Source: an optimization exercise on an open RTL-to-GDS flow (aim: small area and a short achievable clock period). Production flows keep margins and buffers that such runs may drop. Only the layout flow was run in this run; the RTL was not checked for function there.

==> flow/design.v <==
module pac(clk, eo, phase, amplitude);
parameter N = 14;
parameter P = 12;
input clk, eo;
input [N-1:0] phase;
output [P-1:0] amplitude;
wire [11:0] a = phase[12] ? ~phase[11:0] : phase[11:0];
reg [12:0] t0;
wire [7:0] x0 = {a[11],a[10],a[9],a[8],a[7],a[6],a[5],a[4]};
always @(*) begin
  case (x0)
    8'd0: t0 = 13'd0;
    8'd1: t0 = 13'd50;
    8'd2: t0 = 13'd101;
    8'd3: t0 = 13'd151;
    8'd4: t0 = 13'd200;
    8'd5: t0 = 13'd250;
    8'd6: t0 = 13'd301;
    8'd7: t0 = 13'd351;
    8'd8: t0 = 13'd402;
    8'd9: t0 = 13'd452;
    8'd10: t0 = 13'd503;
    8'd11: t0 = 13'd553;
    8'd12: t0 = 13'd602;
    8'd13: t0 = 13'd652;
    8'd14: t0 = 13'd703;
    8'd15: t0 = 13'd753;
    8'd16: t0 = 13'd803;
    8'd17: t0 = 13'd854;
    8'd18: t0 = 13'd903;
    8'd19: t0 = 13'd952;
    8'd20: t0 = 13'd1002;
    8'd21: t0 = 13'd1052;
    8'd22: t0 = 13'd1101;
    8'd23: t0 = 13'd1151;
    8'd24: t0 = 13'd1201;
    8'd25: t0 = 13'd1251;
    8'd26: t0 = 13'd1300;
    8'd27: t0 = 13'd1350;
    8'd28: t0 = 13'd1401;
    8'd29: t0 = 13'd1450;
    8'd30: t0 = 13'd1499;
    8'd31: t0 = 13'd1548;
    8'd32: t0 = 13'd1598;
    8'd33: t0 = 13'd1647;
    8'd34: t0 = 13'd1696;
    8'd35: t0 = 13'd1745;
    8'd36: t0 = 13'd1794;
    8'd37: t0 = 13'd1843;
    8'd38: t0 = 13'd1892;
    8'd39: t0 = 13'd1941;
    8'd40: t0 = 13'd1988;
    8'd41: t0 = 13'd2037;
    8'd42: t0 = 13'd2086;
    8'd43: t0 = 13'd2135;
    8'd44: t0 = 13'd2184;
    8'd45: t0 = 13'd2233;
    8'd46: t0 = 13'd2283;
    8'd47: t0 = 13'd2330;
    8'd48: t0 = 13'd2379;
    8'd49: t0 = 13'd2427;
    8'd50: t0 = 13'd2475;
    8'd51: t0 = 13'd2520;
    8'd52: t0 = 13'd2570;
    8'd53: t0 = 13'd2617;
    8'd54: t0 = 13'd2664;
    8'd55: t0 = 13'd2711;
    8'd56: t0 = 13'd2759;
    8'd57: t0 = 13'd2806;
    8'd58: t0 = 13'd2853;
    8'd59: t0 = 13'd2900;
    8'd60: t0 = 13'd2947;
    8'd61: t0 = 13'd2993;
    8'd62: t0 = 13'd3040;
    8'd63: t0 = 13'd3086;
    8'd64: t0 = 13'd3134;
    8'd65: t0 = 13'd3180;
    8'd66: t0 = 13'd3227;
    8'd67: t0 = 13'd3273;
    8'd68: t0 = 13'd3319;
    8'd69: t0 = 13'd3365;
    8'd70: t0 = 13'd3410;
    8'd71: t0 = 13'd3456;
    8'd72: t0 = 13'd3502;
    8'd73: t0 = 13'd3547;
    8'd74: t0 = 13'd3592;
    8'd75: t0 = 13'd3637;
    8'd76: t0 = 13'd3681;
    8'd77: t0 = 13'd3726;
    8'd78: t0 = 13'd3771;
    8'd79: t0 = 13'd3816;
    8'd80: t0 = 13'd3860;
    8'd81: t0 = 13'd3907;
    8'd82: t0 = 13'd3951;
    8'd83: t0 = 13'd3993;
    8'd84: t0 = 13'd4037;
    8'd85: t0 = 13'd4080;
    8'd86: t0 = 13'd4123;
    8'd87: t0 = 13'd4166;
    8'd88: t0 = 13'd4210;
    8'd89: t0 = 13'd4253;
    8'd90: t0 = 13'd4296;
    8'd91: t0 = 13'd4339;
    8'd92: t0 = 13'd4383;
    8'd93: t0 = 13'd4424;
    8'd94: t0 = 13'd4467;
    8'd95: t0 = 13'd4509;
    8'd96: t0 = 13'd4550;
    8'd97: t0 = 13'd4591;
    8'd98: t0 = 13'd4632;
    8'd99: t0 = 13'd4673;
    8'd100: t0 = 13'd4715;
    8'd101: t0 = 13'd4756;
    8'd102: t0 = 13'd4797;
    8'd103: t0 = 13'd4838;
    8'd104: t0 = 13'd4876;
    8'd105: t0 = 13'd4919;
    8'd106: t0 = 13'd4959;
    8'd107: t0 = 13'd4997;
    8'd108: t0 = 13'd5039;
    8'd109: t0 = 13'd5078;
    8'd110: t0 = 13'd5117;
    8'd111: t0 = 13'd5156;
    8'd112: t0 = 13'd5195;
    8'd113: t0 = 13'd5233;
    8'd114: t0 = 13'd5272;
    8'd115: t0 = 13'd5310;
    8'd116: t0 = 13'd5349;
    8'd117: t0 = 13'd5387;
    8'd118: t0 = 13'd5424;
    8'd119: t0 = 13'd5462;
    8'd120: t0 = 13'd5500;
    8'd121: t0 = 13'd5537;
    8'd122: t0 = 13'd5574;
    8'd123: t0 = 13'd5611;
    8'd124: t0 = 13'd5644;
    8'd125: t0 = 13'd5683;
    8'd126: t0 = 13'd5719;
    8'd127: t0 = 13'd5753;
    8'd128: t0 = 13'd5791;
    8'd129: t0 = 13'd5826;
    8'd130: t0 = 13'd5861;
    8'd131: t0 = 13'd5896;
    8'd132: t0 = 13'd5931;
    8'd133: t0 = 13'd5966;
    8'd134: t0 = 13'd6000;
    8'd135: t0 = 13'd6033;
    8'd136: t0 = 13'd6069;
    8'd137: t0 = 13'd6102;
    8'd138: t0 = 13'd6135;
    8'd139: t0 = 13'd6168;
    8'd140: t0 = 13'd6200;
    8'd141: t0 = 13'd6235;
    8'd142: t0 = 13'd6267;
    8'd143: t0 = 13'd6297;
    8'd144: t0 = 13'd6331;
    8'd145: t0 = 13'd6363;
    8'd146: t0 = 13'd6394;
    8'd147: t0 = 13'd6424;
    8'd148: t0 = 13'd6457;
    8'd149: t0 = 13'd6487;
    8'd150: t0 = 13'd6518;
    8'd151: t0 = 13'd6548;
    8'd152: t0 = 13'd6578;
    8'd153: t0 = 13'd6608;
    8'd154: t0 = 13'd6637;
    8'd155: t0 = 13'd6667;
    8'd156: t0 = 13'd6696;
    8'd157: t0 = 13'd6725;
    8'd158: t0 = 13'd6755;
    8'd159: t0 = 13'd6782;
    8'd160: t0 = 13'd6811;
    8'd161: t0 = 13'd6838;
    8'd162: t0 = 13'd6865;
    8'd163: t0 = 13'd6892;
    8'd164: t0 = 13'd6919;
    8'd165: t0 = 13'd6945;
    8'd166: t0 = 13'd6972;
    8'd167: t0 = 13'd6998;
    8'd168: t0 = 13'd7025;
    8'd169: t0 = 13'd7050;
    8'd170: t0 = 13'd7075;
    8'd171: t0 = 13'd7100;
    8'd172: t0 = 13'd7124;
    8'd173: t0 = 13'd7149;
    8'd174: t0 = 13'd7175;
    8'd175: t0 = 13'd7198;
    8'd176: t0 = 13'd7223;
    8'd177: t0 = 13'd7246;
    8'd178: t0 = 13'd7269;
    8'd179: t0 = 13'd7292;
    8'd180: t0 = 13'd7315;
    8'd181: t0 = 13'd7338;
    8'd182: t0 = 13'd7360;
    8'd183: t0 = 13'd7381;
    8'd184: t0 = 13'd7403;
    8'd185: t0 = 13'd7424;
    8'd186: t0 = 13'd7445;
    8'd187: t0 = 13'd7466;
    8'd188: t0 = 13'd7487;
    8'd189: t0 = 13'd7507;
    8'd190: t0 = 13'd7526;
    8'd191: t0 = 13'd7544;
    8'd192: t0 = 13'd7566;
    8'd193: t0 = 13'd7585;
    8'd194: t0 = 13'd7604;
    8'd195: t0 = 13'd7623;
    8'd196: t0 = 13'd7641;
    8'd197: t0 = 13'd7659;
    8'd198: t0 = 13'd7676;
    8'd199: t0 = 13'd7694;
    8'd200: t0 = 13'd7711;
    8'd201: t0 = 13'd7730;
    8'd202: t0 = 13'd7746;
    8'd203: t0 = 13'd7760;
    8'd204: t0 = 13'd7777;
    8'd205: t0 = 13'd7792;
    8'd206: t0 = 13'd7807;
    8'd207: t0 = 13'd7822;
    8'd208: t0 = 13'd7836;
    8'd209: t0 = 13'd7851;
    8'd210: t0 = 13'd7865;
    8'd211: t0 = 13'd7878;
    8'd212: t0 = 13'd7893;
    8'd213: t0 = 13'd7906;
    8'd214: t0 = 13'd7919;
    8'd215: t0 = 13'd7932;
    8'd216: t0 = 13'd7945;
    8'd217: t0 = 13'd7957;
    8'd218: t0 = 13'd7968;
    8'd219: t0 = 13'd7978;
    8'd220: t0 = 13'd7991;
    8'd221: t0 = 13'd8001;
    8'd222: t0 = 13'd8012;
    8'd223: t0 = 13'd8022;
    8'd224: t0 = 13'd8033;
    8'd225: t0 = 13'd8042;
    8'd226: t0 = 13'd8051;
    8'd227: t0 = 13'd8060;
    8'd228: t0 = 13'd8071;
    8'd229: t0 = 13'd8079;
    8'd230: t0 = 13'd8087;
    8'd231: t0 = 13'd8092;
    8'd232: t0 = 13'd8101;
    8'd233: t0 = 13'd8108;
    8'd234: t0 = 13'd8115;
    8'd235: t0 = 13'd8122;
    8'd236: t0 = 13'd8129;
    8'd237: t0 = 13'd8135;
    8'd238: t0 = 13'd8140;
    8'd239: t0 = 13'd8146;
    8'd240: t0 = 13'd8148;
    8'd241: t0 = 13'd8153;
    8'd242: t0 = 13'd8159;
    8'd243: t0 = 13'd8162;
    8'd244: t0 = 13'd8167;
    8'd245: t0 = 13'd8170;
    8'd246: t0 = 13'd8173;
    8'd247: t0 = 13'd8176;
    8'd248: t0 = 13'd8182;
    8'd249: t0 = 13'd8183;
    8'd250: t0 = 13'd8184;
    8'd251: t0 = 13'd8184;
    8'd252: t0 = 13'd8187;
    8'd253: t0 = 13'd8188;
    8'd254: t0 = 13'd8188;
    8'd255: t0 = 13'd8188;
    default: t0 = 13'd0;
  endcase
end
reg [5:0] t1;
wire [9:0] x1 = {a[11],a[10],a[9],a[8],a[7],a[6],a[3],a[2],a[1],a[0]};
always @(*) begin
  case (x1)
    10'd0: t1 = 6'd0;
    10'd1: t1 = 6'd2;
    10'd2: t1 = 6'd6;
    10'd3: t1 = 6'd9;
    10'd4: t1 = 6'd12;
    10'd5: t1 = 6'd15;
    10'd6: t1 = 6'd18;
    10'd7: t1 = 6'd22;
    10'd8: t1 = 6'd24;
    10'd9: t1 = 6'd28;
    10'd10: t1 = 6'd30;
    10'd11: t1 = 6'd34;
    10'd12: t1 = 6'd37;
    10'd13: t1 = 6'd40;
    10'd14: t1 = 6'd43;
    10'd15: t1 = 6'd46;
    10'd16: t1 = 6'd0;
    10'd17: t1 = 6'd4;
    10'd18: t1 = 6'd6;
    10'd19: t1 = 6'd10;
    10'd20: t1 = 6'd13;
    10'd21: t1 = 6'd16;
    10'd22: t1 = 6'd19;
    10'd23: t1 = 6'd22;
    10'd24: t1 = 6'd26;
    10'd25: t1 = 6'd28;
    10'd26: t1 = 6'd32;
    10'd27: t1 = 6'd34;
    10'd28: t1 = 6'd38;
    10'd29: t1 = 6'd42;
    10'd30: t1 = 6'd44;
    10'd31: t1 = 6'd48;
    10'd32: t1 = 6'd0;
    10'd33: t1 = 6'd2;
    10'd34: t1 = 6'd6;
    10'd35: t1 = 6'd8;
    10'd36: t1 = 6'd12;
    10'd37: t1 = 6'd15;
    10'd38: t1 = 6'd18;
    10'd39: t1 = 6'd21;
    10'd40: t1 = 6'd24;
    10'd41: t1 = 6'd28;
    10'd42: t1 = 6'd30;
    10'd43: t1 = 6'd34;
    10'd44: t1 = 6'd36;
    10'd45: t1 = 6'd40;
    10'd46: t1 = 6'd43;
    10'd47: t1 = 6'd46;
    10'd48: t1 = 6'd0;
    10'd49: t1 = 6'd2;
    10'd50: t1 = 6'd6;
    10'd51: t1 = 6'd9;
    10'd52: t1 = 6'd12;
    10'd53: t1 = 6'd16;
    10'd54: t1 = 6'd18;
    10'd55: t1 = 6'd22;
    10'd56: t1 = 6'd24;
    10'd57: t1 = 6'd28;
    10'd58: t1 = 6'd31;
    10'd59: t1 = 6'd34;
    10'd60: t1 = 6'd38;
    10'd61: t1 = 6'd40;
    10'd62: t1 = 6'd44;
    10'd63: t1 = 6'd46;
    10'd64: t1 = 6'd0;
    10'd65: t1 = 6'd1;
    10'd66: t1 = 6'd5;
    10'd67: t1 = 6'd9;
    10'd68: t1 = 6'd12;
    10'd69: t1 = 6'd16;
    10'd70: t1 = 6'd17;
    10'd71: t1 = 6'd21;
    10'd72: t1 = 6'd24;
    10'd73: t1 = 6'd28;
    10'd74: t1 = 6'd29;
    10'd75: t1 = 6'd33;
    10'd76: t1 = 6'd37;
    10'd77: t1 = 6'd40;
    10'd78: t1 = 6'd44;
    10'd79: t1 = 6'd45;
    10'd80: t1 = 6'd0;
    10'd81: t1 = 6'd3;
    10'd82: t1 = 6'd7;
    10'd83: t1 = 6'd9;
    10'd84: t1 = 6'd13;
    10'd85: t1 = 6'd15;
    10'd86: t1 = 6'd19;
    10'd87: t1 = 6'd22;
    10'd88: t1 = 6'd25;
    10'd89: t1 = 6'd28;
    10'd90: t1 = 6'd31;
    10'd91: t1 = 6'd35;
    10'd92: t1 = 6'd37;
    10'd93: t1 = 6'd41;
    10'd94: t1 = 6'd43;
    10'd95: t1 = 6'd47;
    10'd96: t1 = 6'd0;
    10'd97: t1 = 6'd4;
    10'd98: t1 = 6'd6;
    10'd99: t1 = 6'd9;
    10'd100: t1 = 6'd12;
    10'd101: t1 = 6'd16;
    10'd102: t1 = 6'd19;
    10'd103: t1 = 6'd22;
    10'd104: t1 = 6'd25;
    10'd105: t1 = 6'd28;
    10'd106: t1 = 6'd32;
    10'd107: t1 = 6'd34;
    10'd108: t1 = 6'd37;
    10'd109: t1 = 6'd40;
    10'd110: t1 = 6'd44;
    10'd111: t1 = 6'd47;
    10'd112: t1 = 6'd0;
    10'd113: t1 = 6'd2;
    10'd114: t1 = 6'd5;
    10'd115: t1 = 6'd9;
    10'd116: t1 = 6'd12;
    10'd117: t1 = 6'd14;
    10'd118: t1 = 6'd18;
    10'd119: t1 = 6'd21;
    10'd120: t1 = 6'd24;
    10'd121: t1 = 6'd28;
    10'd122: t1 = 6'd30;
    10'd123: t1 = 6'd33;
    10'd124: t1 = 6'd37;
    10'd125: t1 = 6'd40;
    10'd126: t1 = 6'd42;
    10'd127: t1 = 6'd46;
    10'd128: t1 = 6'd0;
    10'd129: t1 = 6'd3;
    10'd130: t1 = 6'd5;
    10'd131: t1 = 6'd9;
    10'd132: t1 = 6'd12;
    10'd133: t1 = 6'd15;
    10'd134: t1 = 6'd18;
    10'd135: t1 = 6'd21;
    10'd136: t1 = 6'd24;
    10'd137: t1 = 6'd27;
    10'd138: t1 = 6'd31;
    10'd139: t1 = 6'd33;
    10'd140: t1 = 6'd36;
    10'd141: t1 = 6'd40;
    10'd142: t1 = 6'd43;
    10'd143: t1 = 6'd45;
    10'd144: t1 = 6'd0;
    10'd145: t1 = 6'd3;
    10'd146: t1 = 6'd6;
    10'd147: t1 = 6'd9;
    10'd148: t1 = 6'd12;
    10'd149: t1 = 6'd15;
    10'd150: t1 = 6'd18;
    10'd151: t1 = 6'd21;
    10'd152: t1 = 6'd24;
    10'd153: t1 = 6'd27;
    10'd154: t1 = 6'd30;
    10'd155: t1 = 6'd34;
    10'd156: t1 = 6'd37;
    10'd157: t1 = 6'd40;
    10'd158: t1 = 6'd42;
    10'd159: t1 = 6'd46;
    10'd160: t1 = 6'd0;
    10'd161: t1 = 6'd4;
    10'd162: t1 = 6'd8;
    10'd163: t1 = 6'd10;
    10'd164: t1 = 6'd13;
    10'd165: t1 = 6'd16;
    10'd166: t1 = 6'd20;
    10'd167: t1 = 6'd23;
    10'd168: t1 = 6'd25;
    10'd169: t1 = 6'd28;
    10'd170: t1 = 6'd32;
    10'd171: t1 = 6'd35;
    10'd172: t1 = 6'd37;
    10'd173: t1 = 6'd40;
    10'd174: t1 = 6'd44;
    10'd175: t1 = 6'd47;
    10'd176: t1 = 6'd0;
    10'd177: t1 = 6'd2;
    10'd178: t1 = 6'd4;
    10'd179: t1 = 6'd8;
    10'd180: t1 = 6'd12;
    10'd181: t1 = 6'd14;
    10'd182: t1 = 6'd16;
    10'd183: t1 = 6'd20;
    10'd184: t1 = 6'd24;
    10'd185: t1 = 6'd26;
    10'd186: t1 = 6'd28;
    10'd187: t1 = 6'd32;
    10'd188: t1 = 6'd36;
    10'd189: t1 = 6'd39;
    10'd190: t1 = 6'd40;
    10'd191: t1 = 6'd44;
    10'd192: t1 = 6'd0;
    10'd193: t1 = 6'd4;
    10'd194: t1 = 6'd4;
    10'd195: t1 = 6'd8;
    10'd196: t1 = 6'd12;
    10'd197: t1 = 6'd16;
    10'd198: t1 = 6'd16;
    10'd199: t1 = 6'd20;
    10'd200: t1 = 6'd24;
    10'd201: t1 = 6'd28;
    10'd202: t1 = 6'd28;
    10'd203: t1 = 6'd32;
    10'd204: t1 = 6'd36;
    10'd205: t1 = 6'd40;
    10'd206: t1 = 6'd40;
    10'd207: t1 = 6'd44;
    10'd208: t1 = 6'd0;
    10'd209: t1 = 6'd2;
    10'd210: t1 = 6'd5;
    10'd211: t1 = 6'd9;
    10'd212: t1 = 6'd12;
    10'd213: t1 = 6'd13;
    10'd214: t1 = 6'd17;
    10'd215: t1 = 6'd21;
    10'd216: t1 = 6'd24;
    10'd217: t1 = 6'd25;
    10'd218: t1 = 6'd29;
    10'd219: t1 = 6'd33;
    10'd220: t1 = 6'd35;
    10'd221: t1 = 6'd37;
    10'd222: t1 = 6'd41;
    10'd223: t1 = 6'd45;
    10'd224: t1 = 6'd0;
    10'd225: t1 = 6'd3;
    10'd226: t1 = 6'd6;
    10'd227: t1 = 6'd8;
    10'd228: t1 = 6'd12;
    10'd229: t1 = 6'd15;
    10'd230: t1 = 6'd18;
    10'd231: t1 = 6'd20;
    10'd232: t1 = 6'd24;
    10'd233: t1 = 6'd27;
    10'd234: t1 = 6'd29;
    10'd235: t1 = 6'd32;
    10'd236: t1 = 6'd35;
    10'd237: t1 = 6'd38;
    10'd238: t1 = 6'd41;
    10'd239: t1 = 6'd44;
    10'd240: t1 = 6'd0;
    10'd241: t1 = 6'd4;
    10'd242: t1 = 6'd7;
    10'd243: t1 = 6'd10;
    10'd244: t1 = 6'd12;
    10'd245: t1 = 6'd15;
    10'd246: t1 = 6'd18;
    10'd247: t1 = 6'd22;
    10'd248: t1 = 6'd24;
    10'd249: t1 = 6'd27;
    10'd250: t1 = 6'd30;
    10'd251: t1 = 6'd32;
    10'd252: t1 = 6'd36;
    10'd253: t1 = 6'd39;
    10'd254: t1 = 6'd42;
    10'd255: t1 = 6'd44;
    10'd256: t1 = 6'd0;
    10'd257: t1 = 6'd2;
    10'd258: t1 = 6'd5;
    10'd259: t1 = 6'd8;
    10'd260: t1 = 6'd12;
    10'd261: t1 = 6'd14;
    10'd262: t1 = 6'd17;
    10'd263: t1 = 6'd20;
    10'd264: t1 = 6'd22;
    10'd265: t1 = 6'd26;
    10'd266: t1 = 6'd28;
    10'd267: t1 = 6'd32;
    10'd268: t1 = 6'd34;
    10'd269: t1 = 6'd37;
    10'd270: t1 = 6'd40;
    10'd271: t1 = 6'd43;
    10'd272: t1 = 6'd0;
    10'd273: t1 = 6'd2;
    10'd274: t1 = 6'd6;
    10'd275: t1 = 6'd8;
    10'd276: t1 = 6'd11;
    10'd277: t1 = 6'd14;
    10'd278: t1 = 6'd17;
    10'd279: t1 = 6'd20;
    10'd280: t1 = 6'd22;
    10'd281: t1 = 6'd26;
    10'd282: t1 = 6'd28;
    10'd283: t1 = 6'd31;
    10'd284: t1 = 6'd34;
    10'd285: t1 = 6'd37;
    10'd286: t1 = 6'd39;
    10'd287: t1 = 6'd42;
    10'd288: t1 = 6'd0;
    10'd289: t1 = 6'd3;
    10'd290: t1 = 6'd5;
    10'd291: t1 = 6'd8;
    10'd292: t1 = 6'd11;
    10'd293: t1 = 6'd13;
    10'd294: t1 = 6'd17;
    10'd295: t1 = 6'd20;
    10'd296: t1 = 6'd22;
    10'd297: t1 = 6'd25;
    10'd298: t1 = 6'd28;
    10'd299: t1 = 6'd31;
    10'd300: t1 = 6'd33;
    10'd301: t1 = 6'd36;
    10'd302: t1 = 6'd39;
    10'd303: t1 = 6'd42;
    10'd304: t1 = 6'd0;
    10'd305: t1 = 6'd3;
    10'd306: t1 = 6'd6;
    10'd307: t1 = 6'd9;
    10'd308: t1 = 6'd11;
    10'd309: t1 = 6'd15;
    10'd310: t1 = 6'd17;
    10'd311: t1 = 6'd19;
    10'd312: t1 = 6'd23;
    10'd313: t1 = 6'd26;
    10'd314: t1 = 6'd28;
    10'd315: t1 = 6'd31;
    10'd316: t1 = 6'd34;
    10'd317: t1 = 6'd37;
    10'd318: t1 = 6'd39;
    10'd319: t1 = 6'd43;
    10'd320: t1 = 6'd0;
    10'd321: t1 = 6'd0;
    10'd322: t1 = 6'd4;
    10'd323: t1 = 6'd8;
    10'd324: t1 = 6'd11;
    10'd325: t1 = 6'd12;
    10'd326: t1 = 6'd16;
    10'd327: t1 = 6'd20;
    10'd328: t1 = 6'd20;
    10'd329: t1 = 6'd24;
    10'd330: t1 = 6'd28;
    10'd331: t1 = 6'd28;
    10'd332: t1 = 6'd32;
    10'd333: t1 = 6'd36;
    10'd334: t1 = 6'd36;
    10'd335: t1 = 6'd40;
    10'd336: t1 = 6'd0;
    10'd337: t1 = 6'd2;
    10'd338: t1 = 6'd6;
    10'd339: t1 = 6'd9;
    10'd340: t1 = 6'd10;
    10'd341: t1 = 6'd14;
    10'd342: t1 = 6'd17;
    10'd343: t1 = 6'd18;
    10'd344: t1 = 6'd22;
    10'd345: t1 = 6'd25;
    10'd346: t1 = 6'd27;
    10'd347: t1 = 6'd30;
    10'd348: t1 = 6'd33;
    10'd349: t1 = 6'd35;
    10'd350: t1 = 6'd38;
    10'd351: t1 = 6'd41;
    10'd352: t1 = 6'd0;
    10'd353: t1 = 6'd3;
    10'd354: t1 = 6'd5;
    10'd355: t1 = 6'd8;
    10'd356: t1 = 6'd11;
    10'd357: t1 = 6'd13;
    10'd358: t1 = 6'd16;
    10'd359: t1 = 6'd19;
    10'd360: t1 = 6'd22;
    10'd361: t1 = 6'd24;
    10'd362: t1 = 6'd27;
    10'd363: t1 = 6'd30;
    10'd364: t1 = 6'd32;
    10'd365: t1 = 6'd35;
    10'd366: t1 = 6'd38;
    10'd367: t1 = 6'd40;
    10'd368: t1 = 6'd0;
    10'd369: t1 = 6'd1;
    10'd370: t1 = 6'd4;
    10'd371: t1 = 6'd7;
    10'd372: t1 = 6'd9;
    10'd373: t1 = 6'd12;
    10'd374: t1 = 6'd13;
    10'd375: t1 = 6'd17;
    10'd376: t1 = 6'd20;
    10'd377: t1 = 6'd21;
    10'd378: t1 = 6'd25;
    10'd379: t1 = 6'd28;
    10'd380: t1 = 6'd29;
    10'd381: t1 = 6'd33;
    10'd382: t1 = 6'd36;
    10'd383: t1 = 6'd37;
    10'd384: t1 = 6'd0;
    10'd385: t1 = 6'd3;
    10'd386: t1 = 6'd5;
    10'd387: t1 = 6'd8;
    10'd388: t1 = 6'd11;
    10'd389: t1 = 6'd13;
    10'd390: t1 = 6'd16;
    10'd391: t1 = 6'd19;
    10'd392: t1 = 6'd21;
    10'd393: t1 = 6'd24;
    10'd394: t1 = 6'd27;
    10'd395: t1 = 6'd29;
    10'd396: t1 = 6'd32;
    10'd397: t1 = 6'd35;
    10'd398: t1 = 6'd37;
    10'd399: t1 = 6'd40;
    10'd400: t1 = 6'd0;
    10'd401: t1 = 6'd3;
    10'd402: t1 = 6'd5;
    10'd403: t1 = 6'd8;
    10'd404: t1 = 6'd10;
    10'd405: t1 = 6'd13;
    10'd406: t1 = 6'd16;
    10'd407: t1 = 6'd18;
    10'd408: t1 = 6'd21;
    10'd409: t1 = 6'd23;
    10'd410: t1 = 6'd25;
    10'd411: t1 = 6'd29;
    10'd412: t1 = 6'd31;
    10'd413: t1 = 6'd33;
    10'd414: t1 = 6'd36;
    10'd415: t1 = 6'd38;
    10'd416: t1 = 6'd0;
    10'd417: t1 = 6'd4;
    10'd418: t1 = 6'd7;
    10'd419: t1 = 6'd8;
    10'd420: t1 = 6'd12;
    10'd421: t1 = 6'd12;
    10'd422: t1 = 6'd16;
    10'd423: t1 = 6'd20;
    10'd424: t1 = 6'd20;
    10'd425: t1 = 6'd24;
    10'd426: t1 = 6'd25;
    10'd427: t1 = 6'd28;
    10'd428: t1 = 6'd32;
    10'd429: t1 = 6'd32;
    10'd430: t1 = 6'd36;
    10'd431: t1 = 6'd40;
    10'd432: t1 = 6'd0;
    10'd433: t1 = 6'd3;
    10'd434: t1 = 6'd4;
    10'd435: t1 = 6'd8;
    10'd436: t1 = 6'd10;
    10'd437: t1 = 6'd12;
    10'd438: t1 = 6'd15;
    10'd439: t1 = 6'd17;
    10'd440: t1 = 6'd20;
    10'd441: t1 = 6'd22;
    10'd442: t1 = 6'd24;
    10'd443: t1 = 6'd27;
    10'd444: t1 = 6'd29;
    10'd445: t1 = 6'd32;
    10'd446: t1 = 6'd34;
    10'd447: t1 = 6'd36;
    10'd448: t1 = 6'd0;
    10'd449: t1 = 6'd3;
    10'd450: t1 = 6'd6;
    10'd451: t1 = 6'd8;
    10'd452: t1 = 6'd11;
    10'd453: t1 = 6'd12;
    10'd454: t1 = 6'd15;
    10'd455: t1 = 6'd18;
    10'd456: t1 = 6'd20;
    10'd457: t1 = 6'd23;
    10'd458: t1 = 6'd24;
    10'd459: t1 = 6'd27;
    10'd460: t1 = 6'd29;
    10'd461: t1 = 6'd32;
    10'd462: t1 = 6'd35;
    10'd463: t1 = 6'd37;
    10'd464: t1 = 6'd0;
    10'd465: t1 = 6'd2;
    10'd466: t1 = 6'd5;
    10'd467: t1 = 6'd8;
    10'd468: t1 = 6'd10;
    10'd469: t1 = 6'd12;
    10'd470: t1 = 6'd14;
    10'd471: t1 = 6'd16;
    10'd472: t1 = 6'd19;
    10'd473: t1 = 6'd21;
    10'd474: t1 = 6'd24;
    10'd475: t1 = 6'd26;
    10'd476: t1 = 6'd28;
    10'd477: t1 = 6'd31;
    10'd478: t1 = 6'd33;
    10'd479: t1 = 6'd36;
    10'd480: t1 = 6'd0;
    10'd481: t1 = 6'd2;
    10'd482: t1 = 6'd4;
    10'd483: t1 = 6'd7;
    10'd484: t1 = 6'd8;
    10'd485: t1 = 6'd11;
    10'd486: t1 = 6'd13;
    10'd487: t1 = 6'd16;
    10'd488: t1 = 6'd18;
    10'd489: t1 = 6'd20;
    10'd490: t1 = 6'd23;
    10'd491: t1 = 6'd24;
    10'd492: t1 = 6'd27;
    10'd493: t1 = 6'd29;
    10'd494: t1 = 6'd32;
    10'd495: t1 = 6'd34;
    10'd496: t1 = 6'd0;
    10'd497: t1 = 6'd4;
    10'd498: t1 = 6'd7;
    10'd499: t1 = 6'd8;
    10'd500: t1 = 6'd12;
    10'd501: t1 = 6'd12;
    10'd502: t1 = 6'd16;
    10'd503: t1 = 6'd16;
    10'd504: t1 = 6'd20;
    10'd505: t1 = 6'd20;
    10'd506: t1 = 6'd24;
    10'd507: t1 = 6'd28;
    10'd508: t1 = 6'd28;
    10'd509: t1 = 6'd32;
    10'd510: t1 = 6'd32;
    10'd511: t1 = 6'd36;
    10'd512: t1 = 6'd0;
    10'd513: t1 = 6'd3;
    10'd514: t1 = 6'd4;
    10'd515: t1 = 6'd7;
    10'd516: t1 = 6'd9;
    10'd517: t1 = 6'd11;
    10'd518: t1 = 6'd13;
    10'd519: t1 = 6'd16;
    10'd520: t1 = 6'd18;
    10'd521: t1 = 6'd20;
    10'd522: t1 = 6'd22;
    10'd523: t1 = 6'd24;
    10'd524: t1 = 6'd27;
    10'd525: t1 = 6'd29;
    10'd526: t1 = 6'd31;
    10'd527: t1 = 6'd33;
    10'd528: t1 = 6'd0;
    10'd529: t1 = 6'd3;
    10'd530: t1 = 6'd4;
    10'd531: t1 = 6'd7;
    10'd532: t1 = 6'd9;
    10'd533: t1 = 6'd11;
    10'd534: t1 = 6'd13;
    10'd535: t1 = 6'd15;
    10'd536: t1 = 6'd17;
    10'd537: t1 = 6'd19;
    10'd538: t1 = 6'd21;
    10'd539: t1 = 6'd23;
    10'd540: t1 = 6'd25;
    10'd541: t1 = 6'd28;
    10'd542: t1 = 6'd31;
    10'd543: t1 = 6'd32;
    10'd544: t1 = 6'd0;
    10'd545: t1 = 6'd2;
    10'd546: t1 = 6'd4;
    10'd547: t1 = 6'd6;
    10'd548: t1 = 6'd8;
    10'd549: t1 = 6'd10;
    10'd550: t1 = 6'd12;
    10'd551: t1 = 6'd14;
    10'd552: t1 = 6'd17;
    10'd553: t1 = 6'd18;
    10'd554: t1 = 6'd21;
    10'd555: t1 = 6'd22;
    10'd556: t1 = 6'd25;
    10'd557: t1 = 6'd26;
    10'd558: t1 = 6'd29;
    10'd559: t1 = 6'd30;
    10'd560: t1 = 6'd0;
    10'd561: t1 = 6'd3;
    10'd562: t1 = 6'd4;
    10'd563: t1 = 6'd7;
    10'd564: t1 = 6'd8;
    10'd565: t1 = 6'd11;
    10'd566: t1 = 6'd12;
    10'd567: t1 = 6'd15;
    10'd568: t1 = 6'd16;
    10'd569: t1 = 6'd19;
    10'd570: t1 = 6'd20;
    10'd571: t1 = 6'd24;
    10'd572: t1 = 6'd24;
    10'd573: t1 = 6'd28;
    10'd574: t1 = 6'd28;
    10'd575: t1 = 6'd32;
    10'd576: t1 = 6'd0;
    10'd577: t1 = 6'd2;
    10'd578: t1 = 6'd4;
    10'd579: t1 = 6'd6;
    10'd580: t1 = 6'd8;
    10'd581: t1 = 6'd10;
    10'd582: t1 = 6'd12;
    10'd583: t1 = 6'd13;
    10'd584: t1 = 6'd16;
    10'd585: t1 = 6'd17;
    10'd586: t1 = 6'd20;
    10'd587: t1 = 6'd21;
    10'd588: t1 = 6'd24;
    10'd589: t1 = 6'd25;
    10'd590: t1 = 6'd28;
    10'd591: t1 = 6'd29;
    10'd592: t1 = 6'd0;
    10'd593: t1 = 6'd1;
    10'd594: t1 = 6'd3;
    10'd595: t1 = 6'd5;
    10'd596: t1 = 6'd7;
    10'd597: t1 = 6'd9;
    10'd598: t1 = 6'd11;
    10'd599: t1 = 6'd13;
    10'd600: t1 = 6'd14;
    10'd601: t1 = 6'd17;
    10'd602: t1 = 6'd18;
    10'd603: t1 = 6'd21;
    10'd604: t1 = 6'd22;
    10'd605: t1 = 6'd25;
    10'd606: t1 = 6'd26;
    10'd607: t1 = 6'd29;
    10'd608: t1 = 6'd0;
    10'd609: t1 = 6'd2;
    10'd610: t1 = 6'd3;
    10'd611: t1 = 6'd5;
    10'd612: t1 = 6'd7;
    10'd613: t1 = 6'd9;
    10'd614: t1 = 6'd11;
    10'd615: t1 = 6'd12;
    10'd616: t1 = 6'd15;
    10'd617: t1 = 6'd16;
    10'd618: t1 = 6'd18;
    10'd619: t1 = 6'd20;
    10'd620: t1 = 6'd22;
    10'd621: t1 = 6'd24;
    10'd622: t1 = 6'd26;
    10'd623: t1 = 6'd27;
    10'd624: t1 = 6'd0;
    10'd625: t1 = 6'd0;
    10'd626: t1 = 6'd3;
    10'd627: t1 = 6'd4;
    10'd628: t1 = 6'd6;
    10'd629: t1 = 6'd8;
    10'd630: t1 = 6'd10;
    10'd631: t1 = 6'd12;
    10'd632: t1 = 6'd12;
    10'd633: t1 = 6'd16;
    10'd634: t1 = 6'd16;
    10'd635: t1 = 6'd19;
    10'd636: t1 = 6'd20;
    10'd637: t1 = 6'd23;
    10'd638: t1 = 6'd24;
    10'd639: t1 = 6'd24;
    10'd640: t1 = 6'd0;
    10'd641: t1 = 6'd0;
    10'd642: t1 = 6'd3;
    10'd643: t1 = 6'd4;
    10'd644: t1 = 6'd6;
    10'd645: t1 = 6'd8;
    10'd646: t1 = 6'd9;
    10'd647: t1 = 6'd12;
    10'd648: t1 = 6'd12;
    10'd649: t1 = 6'd15;
    10'd650: t1 = 6'd16;
    10'd651: t1 = 6'd18;
    10'd652: t1 = 6'd20;
    10'd653: t1 = 6'd21;
    10'd654: t1 = 6'd23;
    10'd655: t1 = 6'd24;
    10'd656: t1 = 6'd0;
    10'd657: t1 = 6'd2;
    10'd658: t1 = 6'd3;
    10'd659: t1 = 6'd5;
    10'd660: t1 = 6'd7;
    10'd661: t1 = 6'd8;
    10'd662: t1 = 6'd11;
    10'd663: t1 = 6'd12;
    10'd664: t1 = 6'd13;
    10'd665: t1 = 6'd15;
    10'd666: t1 = 6'd17;
    10'd667: t1 = 6'd19;
    10'd668: t1 = 6'd20;
    10'd669: t1 = 6'd21;
    10'd670: t1 = 6'd23;
    10'd671: t1 = 6'd25;
    10'd672: t1 = 6'd0;
    10'd673: t1 = 6'd2;
    10'd674: t1 = 6'd4;
    10'd675: t1 = 6'd5;
    10'd676: t1 = 6'd6;
    10'd677: t1 = 6'd8;
    10'd678: t1 = 6'd10;
    10'd679: t1 = 6'd12;
    10'd680: t1 = 6'd13;
    10'd681: t1 = 6'd14;
    10'd682: t1 = 6'd16;
    10'd683: t1 = 6'd18;
    10'd684: t1 = 6'd19;
    10'd685: t1 = 6'd21;
    10'd686: t1 = 6'd22;
    10'd687: t1 = 6'd24;
    10'd688: t1 = 6'd0;
    10'd689: t1 = 6'd3;
    10'd690: t1 = 6'd4;
    10'd691: t1 = 6'd4;
    10'd692: t1 = 6'd8;
    10'd693: t1 = 6'd8;
    10'd694: t1 = 6'd10;
    10'd695: t1 = 6'd12;
    10'd696: t1 = 6'd12;
    10'd697: t1 = 6'd15;
    10'd698: t1 = 6'd16;
    10'd699: t1 = 6'd16;
    10'd700: t1 = 6'd20;
    10'd701: t1 = 6'd20;
    10'd702: t1 = 6'd21;
    10'd703: t1 = 6'd24;
    10'd704: t1 = 6'd0;
    10'd705: t1 = 6'd1;
    10'd706: t1 = 6'd3;
    10'd707: t1 = 6'd4;
    10'd708: t1 = 6'd6;
    10'd709: t1 = 6'd7;
    10'd710: t1 = 6'd8;
    10'd711: t1 = 6'd10;
    10'd712: t1 = 6'd12;
    10'd713: t1 = 6'd13;
    10'd714: t1 = 6'd15;
    10'd715: t1 = 6'd16;
    10'd716: t1 = 6'd17;
    10'd717: t1 = 6'd19;
    10'd718: t1 = 6'd20;
    10'd719: t1 = 6'd22;
    10'd720: t1 = 6'd0;
    10'd721: t1 = 6'd1;
    10'd722: t1 = 6'd3;
    10'd723: t1 = 6'd4;
    10'd724: t1 = 6'd5;
    10'd725: t1 = 6'd7;
    10'd726: t1 = 6'd8;
    10'd727: t1 = 6'd9;
    10'd728: t1 = 6'd11;
    10'd729: t1 = 6'd13;
    10'd730: t1 = 6'd13;
    10'd731: t1 = 6'd15;
    10'd732: t1 = 6'd17;
    10'd733: t1 = 6'd18;
    10'd734: t1 = 6'd19;
    10'd735: t1 = 6'd21;
    10'd736: t1 = 6'd0;
    10'd737: t1 = 6'd2;
    10'd738: t1 = 6'd3;
    10'd739: t1 = 6'd4;
    10'd740: t1 = 6'd6;
    10'd741: t1 = 6'd7;
    10'd742: t1 = 6'd8;
    10'd743: t1 = 6'd9;
    10'd744: t1 = 6'd11;
    10'd745: t1 = 6'd12;
    10'd746: t1 = 6'd13;
    10'd747: t1 = 6'd15;
    10'd748: t1 = 6'd16;
    10'd749: t1 = 6'd17;
    10'd750: t1 = 6'd19;
    10'd751: t1 = 6'd20;
    10'd752: t1 = 6'd0;
    10'd753: t1 = 6'd4;
    10'd754: t1 = 6'd4;
    10'd755: t1 = 6'd4;
    10'd756: t1 = 6'd8;
    10'd757: t1 = 6'd8;
    10'd758: t1 = 6'd8;
    10'd759: t1 = 6'd10;
    10'd760: t1 = 6'd12;
    10'd761: t1 = 6'd12;
    10'd762: t1 = 6'd13;
    10'd763: t1 = 6'd16;
    10'd764: t1 = 6'd16;
    10'd765: t1 = 6'd16;
    10'd766: t1 = 6'd20;
    10'd767: t1 = 6'd20;
    10'd768: t1 = 6'd0;
    10'd769: t1 = 6'd1;
    10'd770: t1 = 6'd3;
    10'd771: t1 = 6'd3;
    10'd772: t1 = 6'd4;
    10'd773: t1 = 6'd6;
    10'd774: t1 = 6'd7;
    10'd775: t1 = 6'd8;
    10'd776: t1 = 6'd10;
    10'd777: t1 = 6'd11;
    10'd778: t1 = 6'd12;
    10'd779: t1 = 6'd12;
    10'd780: t1 = 6'd14;
    10'd781: t1 = 6'd15;
    10'd782: t1 = 6'd16;
    10'd783: t1 = 6'd18;
    10'd784: t1 = 6'd0;
    10'd785: t1 = 6'd1;
    10'd786: t1 = 6'd2;
    10'd787: t1 = 6'd4;
    10'd788: t1 = 6'd4;
    10'd789: t1 = 6'd5;
    10'd790: t1 = 6'd6;
    10'd791: t1 = 6'd8;
    10'd792: t1 = 6'd9;
    10'd793: t1 = 6'd9;
    10'd794: t1 = 6'd11;
    10'd795: t1 = 6'd12;
    10'd796: t1 = 6'd13;
    10'd797: t1 = 6'd14;
    10'd798: t1 = 6'd16;
    10'd799: t1 = 6'd16;
    10'd800: t1 = 6'd0;
    10'd801: t1 = 6'd1;
    10'd802: t1 = 6'd1;
    10'd803: t1 = 6'd1;
    10'd804: t1 = 6'd4;
    10'd805: t1 = 6'd5;
    10'd806: t1 = 6'd5;
    10'd807: t1 = 6'd5;
    10'd808: t1 = 6'd8;
    10'd809: t1 = 6'd9;
    10'd810: t1 = 6'd9;
    10'd811: t1 = 6'd9;
    10'd812: t1 = 6'd12;
    10'd813: t1 = 6'd13;
    10'd814: t1 = 6'd13;
    10'd815: t1 = 6'd13;
    10'd816: t1 = 6'd0;
    10'd817: t1 = 6'd1;
    10'd818: t1 = 6'd2;
    10'd819: t1 = 6'd2;
    10'd820: t1 = 6'd4;
    10'd821: t1 = 6'd5;
    10'd822: t1 = 6'd6;
    10'd823: t1 = 6'd6;
    10'd824: t1 = 6'd7;
    10'd825: t1 = 6'd9;
    10'd826: t1 = 6'd9;
    10'd827: t1 = 6'd10;
    10'd828: t1 = 6'd11;
    10'd829: t1 = 6'd12;
    10'd830: t1 = 6'd13;
    10'd831: t1 = 6'd14;
    10'd832: t1 = 6'd0;
    10'd833: t1 = 6'd2;
    10'd834: t1 = 6'd2;
    10'd835: t1 = 6'd4;
    10'd836: t1 = 6'd4;
    10'd837: t1 = 6'd6;
    10'd838: t1 = 6'd6;
    10'd839: t1 = 6'd7;
    10'd840: t1 = 6'd8;
    10'd841: t1 = 6'd8;
    10'd842: t1 = 6'd10;
    10'd843: t1 = 6'd10;
    10'd844: t1 = 6'd12;
    10'd845: t1 = 6'd12;
    10'd846: t1 = 6'd13;
    10'd847: t1 = 6'd14;
    10'd848: t1 = 6'd0;
    10'd849: t1 = 6'd1;
    10'd850: t1 = 6'd2;
    10'd851: t1 = 6'd2;
    10'd852: t1 = 6'd3;
    10'd853: t1 = 6'd4;
    10'd854: t1 = 6'd5;
    10'd855: t1 = 6'd6;
    10'd856: t1 = 6'd6;
    10'd857: t1 = 6'd7;
    10'd858: t1 = 6'd7;
    10'd859: t1 = 6'd9;
    10'd860: t1 = 6'd10;
    10'd861: t1 = 6'd11;
    10'd862: t1 = 6'd11;
    10'd863: t1 = 6'd11;
    10'd864: t1 = 6'd0;
    10'd865: t1 = 6'd2;
    10'd866: t1 = 6'd2;
    10'd867: t1 = 6'd2;
    10'd868: t1 = 6'd2;
    10'd869: t1 = 6'd3;
    10'd870: t1 = 6'd6;
    10'd871: t1 = 6'd6;
    10'd872: t1 = 6'd6;
    10'd873: t1 = 6'd6;
    10'd874: t1 = 6'd7;
    10'd875: t1 = 6'd8;
    10'd876: t1 = 6'd10;
    10'd877: t1 = 6'd10;
    10'd878: t1 = 6'd10;
    10'd879: t1 = 6'd10;
    10'd880: t1 = 6'd0;
    10'd881: t1 = 6'd0;
    10'd882: t1 = 6'd1;
    10'd883: t1 = 6'd2;
    10'd884: t1 = 6'd3;
    10'd885: t1 = 6'd3;
    10'd886: t1 = 6'd4;
    10'd887: t1 = 6'd4;
    10'd888: t1 = 6'd5;
    10'd889: t1 = 6'd6;
    10'd890: t1 = 6'd7;
    10'd891: t1 = 6'd7;
    10'd892: t1 = 6'd8;
    10'd893: t1 = 6'd8;
    10'd894: t1 = 6'd9;
    10'd895: t1 = 6'd10;
    10'd896: t1 = 6'd0;
    10'd897: t1 = 6'd1;
    10'd898: t1 = 6'd1;
    10'd899: t1 = 6'd2;
    10'd900: t1 = 6'd2;
    10'd901: t1 = 6'd2;
    10'd902: t1 = 6'd3;
    10'd903: t1 = 6'd4;
    10'd904: t1 = 6'd5;
    10'd905: t1 = 6'd5;
    10'd906: t1 = 6'd6;
    10'd907: t1 = 6'd6;
    10'd908: t1 = 6'd6;
    10'd909: t1 = 6'd7;
    10'd910: t1 = 6'd8;
    10'd911: t1 = 6'd9;
    10'd912: t1 = 6'd0;
    10'd913: t1 = 6'd0;
    10'd914: t1 = 6'd0;
    10'd915: t1 = 6'd0;
    10'd916: t1 = 6'd0;
    10'd917: t1 = 6'd4;
    10'd918: t1 = 6'd4;
    10'd919: t1 = 6'd4;
    10'd920: t1 = 6'd4;
    10'd921: t1 = 6'd4;
    10'd922: t1 = 6'd4;
    10'd923: t1 = 6'd4;
    10'd924: t1 = 6'd4;
    10'd925: t1 = 6'd5;
    10'd926: t1 = 6'd8;
    10'd927: t1 = 6'd8;
    10'd928: t1 = 6'd0;
    10'd929: t1 = 6'd0;
    10'd930: t1 = 6'd1;
    10'd931: t1 = 6'd1;
    10'd932: t1 = 6'd1;
    10'd933: t1 = 6'd2;
    10'd934: t1 = 6'd3;
    10'd935: t1 = 6'd3;
    10'd936: t1 = 6'd4;
    10'd937: t1 = 6'd4;
    10'd938: t1 = 6'd4;
    10'd939: t1 = 6'd5;
    10'd940: t1 = 6'd5;
    10'd941: t1 = 6'd5;
    10'd942: t1 = 6'd5;
    10'd943: t1 = 6'd7;
    10'd944: t1 = 6'd0;
    10'd945: t1 = 6'd0;
    10'd946: t1 = 6'd0;
    10'd947: t1 = 6'd0;
    10'd948: t1 = 6'd0;
    10'd949: t1 = 6'd1;
    10'd950: t1 = 6'd1;
    10'd951: t1 = 6'd1;
    10'd952: t1 = 6'd2;
    10'd953: t1 = 6'd2;
    10'd954: t1 = 6'd3;
    10'd955: t1 = 6'd3;
    10'd956: t1 = 6'd4;
    10'd957: t1 = 6'd4;
    10'd958: t1 = 6'd4;
    10'd959: t1 = 6'd4;
    10'd960: t1 = 6'd0;
    10'd961: t1 = 6'd2;
    10'd962: t1 = 6'd2;
    10'd963: t1 = 6'd3;
    10'd964: t1 = 6'd3;
    10'd965: t1 = 6'd4;
    10'd966: t1 = 6'd4;
    10'd967: t1 = 6'd4;
    10'd968: t1 = 6'd4;
    10'd969: t1 = 6'd4;
    10'd970: t1 = 6'd4;
    10'd971: t1 = 6'd4;
    10'd972: t1 = 6'd4;
    10'd973: t1 = 6'd4;
    10'd974: t1 = 6'd4;
    10'd975: t1 = 6'd4;
    10'd976: t1 = 6'd0;
    10'd977: t1 = 6'd1;
    10'd978: t1 = 6'd1;
    10'd979: t1 = 6'd1;
    10'd980: t1 = 6'd2;
    10'd981: t1 = 6'd2;
    10'd982: t1 = 6'd2;
    10'd983: t1 = 6'd2;
    10'd984: t1 = 6'd3;
    10'd985: t1 = 6'd3;
    10'd986: t1 = 6'd3;
    10'd987: t1 = 6'd3;
    10'd988: t1 = 6'd3;
    10'd989: t1 = 6'd3;
    10'd990: t1 = 6'd3;
    10'd991: t1 = 6'd3;
    10'd992: t1 = 6'd0;
    10'd993: t1 = 6'd0;
    10'd994: t1 = 6'd0;
    10'd995: t1 = 6'd0;
    10'd996: t1 = 6'd0;
    10'd997: t1 = 6'd0;
    10'd998: t1 = 6'd0;
    10'd999: t1 = 6'd0;
    10'd1000: t1 = 6'd0;
    10'd1001: t1 = 6'd0;
    10'd1002: t1 = 6'd0;
    10'd1003: t1 = 6'd0;
    10'd1004: t1 = 6'd0;
    10'd1005: t1 = 6'd1;
    10'd1006: t1 = 6'd1;
    10'd1007: t1 = 6'd1;
    10'd1008: t1 = 6'd0;
    10'd1009: t1 = 6'd0;
    10'd1010: t1 = 6'd0;
    10'd1011: t1 = 6'd0;
    10'd1012: t1 = 6'd0;
    10'd1013: t1 = 6'd0;
    10'd1014: t1 = 6'd0;
    10'd1015: t1 = 6'd1;
    10'd1016: t1 = 6'd1;
    10'd1017: t1 = 6'd1;
    10'd1018: t1 = 6'd1;
    10'd1019: t1 = 6'd1;
    10'd1020: t1 = 6'd1;
    10'd1021: t1 = 6'd1;
    10'd1022: t1 = 6'd1;
    10'd1023: t1 = 6'd1;
    default: t1 = 6'd0;
  endcase
end
wire [14:0] s = t0 + t1 + 15'd0;
wire [10:0] m = s[12:2];
reg [P-1:0] data;
always @(posedge clk) data <= eo ? (phase[13] ? {1'b0, ~m} : {1'b1, m}) : {P{1'b0}};
assign amplitude = data;
endmodule
module phase_accumulator(clk, reset, mode, fph, word_in, word_out, phase);
    parameter M = 48;
    parameter N = 14;
    input clk, reset, fph;
    input [1:0] mode;
    input  [M-1:0] word_in;
    output [M-1:0] word_out;
    output [N-1:0] phase;
    reg [M-1:0] freq, acc;
    wire run = mode == 2'b00;
    wire wr  = mode == 2'b11;
    wire rd  = mode == 2'b10;
    wire wf = wr & fph;
    wire wa = wr & ~fph;
    assign phase    = acc[M-1:M-N];
    assign word_out = ({M{rd & fph}} & freq) | ({M{rd & ~fph}} & acc);
    wire [M-1:0] g0 = acc & freq;
    wire [M-1:0] p0 = acc ^ freq;
    localparam TOPL = 1 << ($clog2(M) - 2);
    reg [M-1:0] G, P;
    integer l, i;
    always @(*) begin
        G = g0; P = p0;
        for (l = 1; l < M; l = l * 2)
            for (i = 2*l-1; i < M; i = i + 2*l) begin
                G[i] = G[i] | (P[i] & G[i-l]);
                P[i] = P[i] & P[i-l];
            end
        for (l = TOPL; l >= 1; l = l / 2)
            for (i = 3*l-1; i < M; i = i + 2*l) begin
                G[i] = G[i] | (P[i] & G[i-l]);
                P[i] = P[i] & P[i-l];
            end
    end
    wire [M-1:0] sum = p0 ^ {G[M-2:0], 1'b0};
    wire [M-1:0] acc_n = run ? sum : (wa ? word_in : acc);
    always @ (posedge clk, posedge reset)
        if (reset) begin
            freq  <= 'b0;
            acc   <= 'b0;
        end else begin
            acc <= acc_n;
            if (wf) freq <= word_in;
        end
endmodule
module nco_core(clk, reset, mode, fph, word_in, word_out, amplitude);
    parameter M = 48;
    parameter N = 14;
    parameter P = 12;
    input clk, reset, fph;
    input [1:0] mode;
    input  [M-1:0] word_in;
    output [M-1:0] word_out;
    output [P-1:0] amplitude;
    wire [N-1:0] phase;
    phase_accumulator #(.M(M), .N(N)) U2_pa (
        .clk        (clk),
        .reset      (reset),
        .mode       (mode),
        .fph        (fph),
        .word_in    (word_in),
        .word_out   (word_out),
        .phase      (phase)
    );
    pac #(.N(N), .P(P)) U4_pac (
        .clk        (clk),
        .eo         (!reset && mode == 2'b00),
        .phase      (phase),
        .amplitude  (amplitude)
    );
endmodule
==> flow/run.sh <==
#!/bin/bash
# synth_recipe.tcl (not shown) runs the flow's synth.tcl, then flattens the netlist and writes it again
# the make line also repeats each setting of config.mk as NAME=value (left out here)
make -C /OpenROAD-flow-scripts/flow DESIGN_CONFIG=/design/flow/config.mk WORK_HOME=/design/flow/orfs CLKGATE_MAP_FILE= SYNTH_SCRIPT=/design/flow/synth_recipe.tcl finish
==> flow/config.mk <==
export PLATFORM = sky130hd
export DESIGN_NAME = nco_core
export DESIGN_NICKNAME = nco_core
export VERILOG_FILES = /design/flow/design.v
export SDC_FILE = /design/flow/constraint.sdc
export NUM_CORES = 4
export LEC_CHECK = 0
export ABC_AREA = 1
export CAP_MARGIN = 20
export CORE_MARGIN = 2
export CORE_UTILIZATION = 40
export SETUP_SLACK_MARGIN = 2.5
export SLEW_MARGIN = 20
export SYNTH_MEMORY_MAX_BITS = 65536
==> flow/constraint.sdc <==
create_clock -name core_clock -period 7.0 [get_ports {clk}]
set_input_delay 1.4000 -clock core_clock [delete_from_list [all_inputs] [get_ports {clk}]]
set_output_delay 1.4000 -clock core_clock [all_outputs]
set_load 0.01 [all_outputs]
==> summary.md <==
| Metric | Value |
|---|---|
| Nets@finish | `2453` |
| Count of final setup violators | `0` |
| Number of enable-type register cells in the synthesized netlist | `0` |
| Pin slew with the least headroom to its limit | `0.9005 ns` |
| Post-Syn Nets | `2396` |
| Area of the multi-input gates | `0.01038 mm2` |
| Setup crit end kind | `register` |
| GR Util All Layers | `37.75%` |
| Count of max-cap constraint violations | `0` |
| Number of optimization iterations in the first detailed-route pass | `7` |
| Worst min path class | `reg2reg` |
| Maximum number of pins on one net before global-route repair | `97` |
| Total standard cell area after synthesis | `0.01400 mm2` |
| Die Y-Extent | `191.1 um` |
| RSZ-0062 raised after global routing | `true` |
| Required time at the worst-slack endpoint | `roughly 7.2 ns` |
| TritonCTS clock tree | `yes` |
| Maximum clock frequency | `roughly 230 MHz` |
| Final HPWL DP | `around 48000 um` |
| Register bit total from synthesis | `approximately 110` |
| Final setup margin | `roughly 2.6 ns` |
| Worst clock skew | `0.009872 ns` |
| Total area of sequential cells | `0.002645 mm2` |
| Count of buffers inserted at the top-level ports | `about 110` |
| Syn Inst Count | `2242` |
| Total length of routed wires | `approximately 69000 um` |
| Result of the run | `complete, no violations` |
| Post-CTS Hold Fix Bufs | `0` |
| Placer congestion estimate | `1.045` |
| Ratio of routed vias to standard cells | `approximately 6.3` |
| Count of fill cells added during filler insertion | `about 3700` |
| Overall die area | `roughly 0.037 mm2` |
| CTS root buf | `sky130_fd_sc_hd__clkbuf_16` |
| Vias after detailed routing | `17370` |
| Area Growth Syn to Fin | `18.85%` |
| Setup_tns | `0 ns` |
| Top fanout value on the critical path | `12` |
| Setup CP Type | `reg2reg` |
| Main synth FF type | `sky130_fd_sc_hd__dfrtp_1` |
| Signal arrival time at the worst endpoint | `approximately 4.6 ns` |
| Period Utilization, post-route | `62.36%` |
| WL per Instance | `24.97 um` |
| Global-route congestion overflow total | `0` |
| Asr flop ratio synth | `about nine tenths` |
| Worst-skew pair later-pin latency | `~0.36 ns` |
| Pins Over Slew Limit | `0` |
| Count of different cell masters after synthesis | `just under 60` |
| Type of origin of the critical path | `register` |
| Synthesized area per cell | `approximately 6.2 um2` |
| Clk pin slew, worst setup/hold paths | `0.08 ns` |
| Clock sink total | `108` |
| Wire length of the first global-routing pass | `~110000 um` |
| Proportion of synthesized chip area in sequential cells | `18.87%` |
| Fraction of final layout cells sized beyond drive strength 1 | `a little over a tenth` |
| Horizontal die dimension | `around 190 um` |
| Final Hold Vio Count | `0` |
| Initial core utilization | `40.53%` |
| Drc violations | `0` |
| Via count of the first global-routing pass | `around 17000` |
| Antenna violations before repair | `1` |
| Iteration-0 DRC count of the detailed router | `about 2300` |
| Number of nets with antenna violations after detailed routing | `0` |
| Boundary Pins | `~110` |
| Floorplan row count | `between 60 and 70` |
| Placeable core area | `0.03454 mm2` |
| Synth warnings | `2` |
| Clock buffers created by TritonCTS | `9` |
| Pre-CTS WS | `roughly 1.6 ns` |
| Count of H-tree levels built during CTS | `3` |
| Max-slew headroom | `39.90%` |
| Clock buffer depth | `2` |
| Final min period | `4.365 ns` |
metrics by stage:
stage / area, um2 / hold slack [ns] / cells / utilization (%)
final: 16640 / 0.5273 / 2761 / 48.17
after global routing: 16630 / 0.5456 / 2759 / 48.16
after CTS: 16200 / 0.5259 / 2749 / 46.89
after detailed placement: 15360 / 0.5078 / 2715 / 44.46
after global placement: 15340 / 0.4796 / 2715 / 44.42
after floorplan: 14000 / 0.4530 / 2242 / -
layout by cell type (no fill, tap or decap), types with 18 or more instances in the layout:
cell type,count
sky130_fd_sc_hd__a211oi_1,19
sky130_fd_sc_hd__a21oi_1,148
sky130_fd_sc_hd__a31oi_1,24
sky130_fd_sc_hd__buf_4,39
sky130_fd_sc_hd__clkdlybuf4s50_1,97
sky130_fd_sc_hd__dfrtp_1,94
sky130_fd_sc_hd__fa_1,24
sky130_fd_sc_hd__ha_1,72
sky130_fd_sc_hd__inv_1,260
sky130_fd_sc_hd__nand2_1,584
sky130_fd_sc_hd__nand2_2,31
sky130_fd_sc_hd__nand3_1,145
sky130_fd_sc_hd__nand4_1,18
sky130_fd_sc_hd__nor2_1,135
sky130_fd_sc_hd__nor3_1,24
sky130_fd_sc_hd__o211ai_1,21
sky130_fd_sc_hd__o21ai_0,166
sky130_fd_sc_hd__o21ai_1,27
sky130_fd_sc_hd__o221ai_1,45
sky130_fd_sc_hd__o22ai_1,36
sky130_fd_sc_hd__o22ai_2,25
cell usage after synthesis (9+ instances only):
cell | number | area, um2
sky130_fd_sc_hd__a221oi_1 | 14 | 122.6
sky130_fd_sc_hd__buf_4 | 9 | 67.56
sky130_fd_sc_hd__nand3_1 | 150 | 750.7
sky130_fd_sc_hd__nand2_4 | 11 | 123.9
sky130_fd_sc_hd__o21ai_1 | 24 | 120.1
sky130_fd_sc_hd__nor3_1 | 24 | 120.1
sky130_fd_sc_hd__inv_1 | 265 | 994.7
sky130_fd_sc_hd__nand2_2 | 27 | 168.9
sky130_fd_sc_hd__inv_2 | 13 | 48.80
sky130_fd_sc_hd__nor2_2 | 9 | 56.30
sky130_fd_sc_hd__dfxtp_1 | 12 | 240.2
sky130_fd_sc_hd__o2111ai_1 | 12 | 105.1
sky130_fd_sc_hd__nand4_1 | 18 | 112.6
sky130_fd_sc_hd__o221ai_1 | 45 | 394.1
sky130_fd_sc_hd__buf_6 | 12 | 135.1
sky130_fd_sc_hd__o21ai_0 | 176 | 880.8
sky130_fd_sc_hd__nand2_1 | 598 | 2245
sky130_fd_sc_hd__a21oi_1 | 153 | 765.7
sky130_fd_sc_hd__nor2_1 | 142 | 533.0
sky130_fd_sc_hd__xor2_1 | 13 | 113.9
sky130_fd_sc_hd__fa_1 | 24 | 480.5
sky130_fd_sc_hd__o211ai_1 | 21 | 157.7
sky130_fd_sc_hd__dfrtp_1 | 96 | 2402
sky130_fd_sc_hd__buf_2 | 30 | 150.1
sky130_fd_sc_hd__o311ai_0 | 10 | 87.58
sky130_fd_sc_hd__buf_1 | 19 | 71.32
sky130_fd_sc_hd__o22ai_1 | 64 | 400.4
sky130_fd_sc_hd__xnor2_1 | 14 | 122.6
sky130_fd_sc_hd__a31oi_1 | 25 | 156.4
sky130_fd_sc_hd__ha_1 | 77 | 963.4
sky130_fd_sc_hd__a211oi_1 | 19 | 142.6
sky130_fd_sc_hd__or2_2 | 13 | 81.33
sky130_fd_sc_hd__clkbuf_1 | 57 | 214.0
state kept, by name, indices dropped and copies added (netlist names):
register,count
U2_pa.acc,48
U2_pa.freq,48
U4_pac.data,12
layer usage:
layer,track usage (%),wire (um)
met4,19.62,3819
met2,59.48,30980
met5,0,0
met3,10.04,7908
met1,47.27,26240
what timing repair did:
action | 4_1_cts | 5_1_grt
setup buffers | 11 | 6
endpoints found under the setup margin | 60 | 57
pin swaps | 5 | 4
gates resized for setup | 72 | 85
endpoints found under the hold margin | 0 | 0
gates cloned | 7 | 3
worst paths after layout:
check	startpoint	to	slack [ns]	cells after the start
min	U2_pa.freq[21]	U2_pa.freq[21]	0.53	2
max in group asynchronous	reset	U2_pa.acc[36]	4.30	3
min in group asynchronous	reset	U2_pa.acc[2]	1.46	2
max	U2_pa.acc[46]	U4_pac.data[5]	2.63	21
max reg2reg	U2_pa.acc[46]	U4_pac.data[5]	2.63	21
min reg2reg	U2_pa.freq[21]	U2_pa.freq[21]	0.53	2
worst max-delay path: stages (launching register included):
cell and delay, ns:
sky130_fd_sc_hd__dfrtp_2 0.45, sky130_fd_sc_hd__buf_8 0.17, sky130_fd_sc_hd__nand2_1 0.11, sky130_fd_sc_hd__nand2_4 0.17, sky130_fd_sc_hd__ha_1 0.46, sky130_fd_sc_hd__inv_1 0.29, sky130_fd_sc_hd__nand2_1 0.27, sky130_fd_sc_hd__a31o_2 0.32
sky130_fd_sc_hd__o2111ai_1 0.34, sky130_fd_sc_hd__o211ai_1 0.21, sky130_fd_sc_hd__o31ai_4 0.34, sky130_fd_sc_hd__ha_2 0.37, sky130_fd_sc_hd__nand2_1 0.09, sky130_fd_sc_hd__inv_1 0.04, sky130_fd_sc_hd__nand2_1 0.05, sky130_fd_sc_hd__nand2_1 0.13
sky130_fd_sc_hd__nand2_1 0.09, sky130_fd_sc_hd__nand3_1 0.09, sky130_fd_sc_hd__nand2_1 0.09, sky130_fd_sc_hd__nand2_1 0.05, sky130_fd_sc_hd__nand2_1 0.06, sky130_fd_sc_hd__nor2_1 0.04
layout make-up:
class / instances / share of cell area (%)
Sequential cell: 108 / 15.90
Timing Repair Buffer: 164 / 9.993
Antenna cell: 2 / 0.03008
Clock buffer: 11 / 1.459
Tap cell: 455 / 3.421
Multi-Input combinational cell: 1738 / 62.40
Inverter: 278 / 6.437
Clock inverter: 5 / 0.3609
cell families after synthesis:
group	after synthesis	synth area share (%)
buf+inv	406	12.15
fa+ha+maj	101	10.31
compound gates	596	25.74
simple gates	1000	30.53
flops	108	18.87
xor+xnor	31	2.395

-- separate check: timing with driven ports --
The results above use ideal ports. As a check the final layout listed here was re-extracted and re-timed, cells and wires unchanged. Step 1 (the two cells are an assumption about what drives the block):
set clk [get_ports {clk}]
set_driving_cell -lib_cell sky130_fd_sc_hd__clkbuf_16 $clk
set_driving_cell -lib_cell sky130_fd_sc_hd__buf_2 [delete_from_list [all_inputs] $clk]
Step 2 also shifts input and output timing later by t, the mid clock arrival at the registers, as if the neighbouring blocks saw the same clock. Three values: ideal, step 1, step 2; two values: the first two.
shift t [ns]: 0.400
setup WS [ns]: 2.635 / 2.634 / 2.634
hold WS [ns]: 0.527 / 0.527 / 0.527
worst register clock-pin slew, ns: 0.08 / 0.08
After both steps this run still meets setup and hold. For this run, drivers alone change the setup slack by -0.001 ns; drivers and shift together by -0.001 ns.
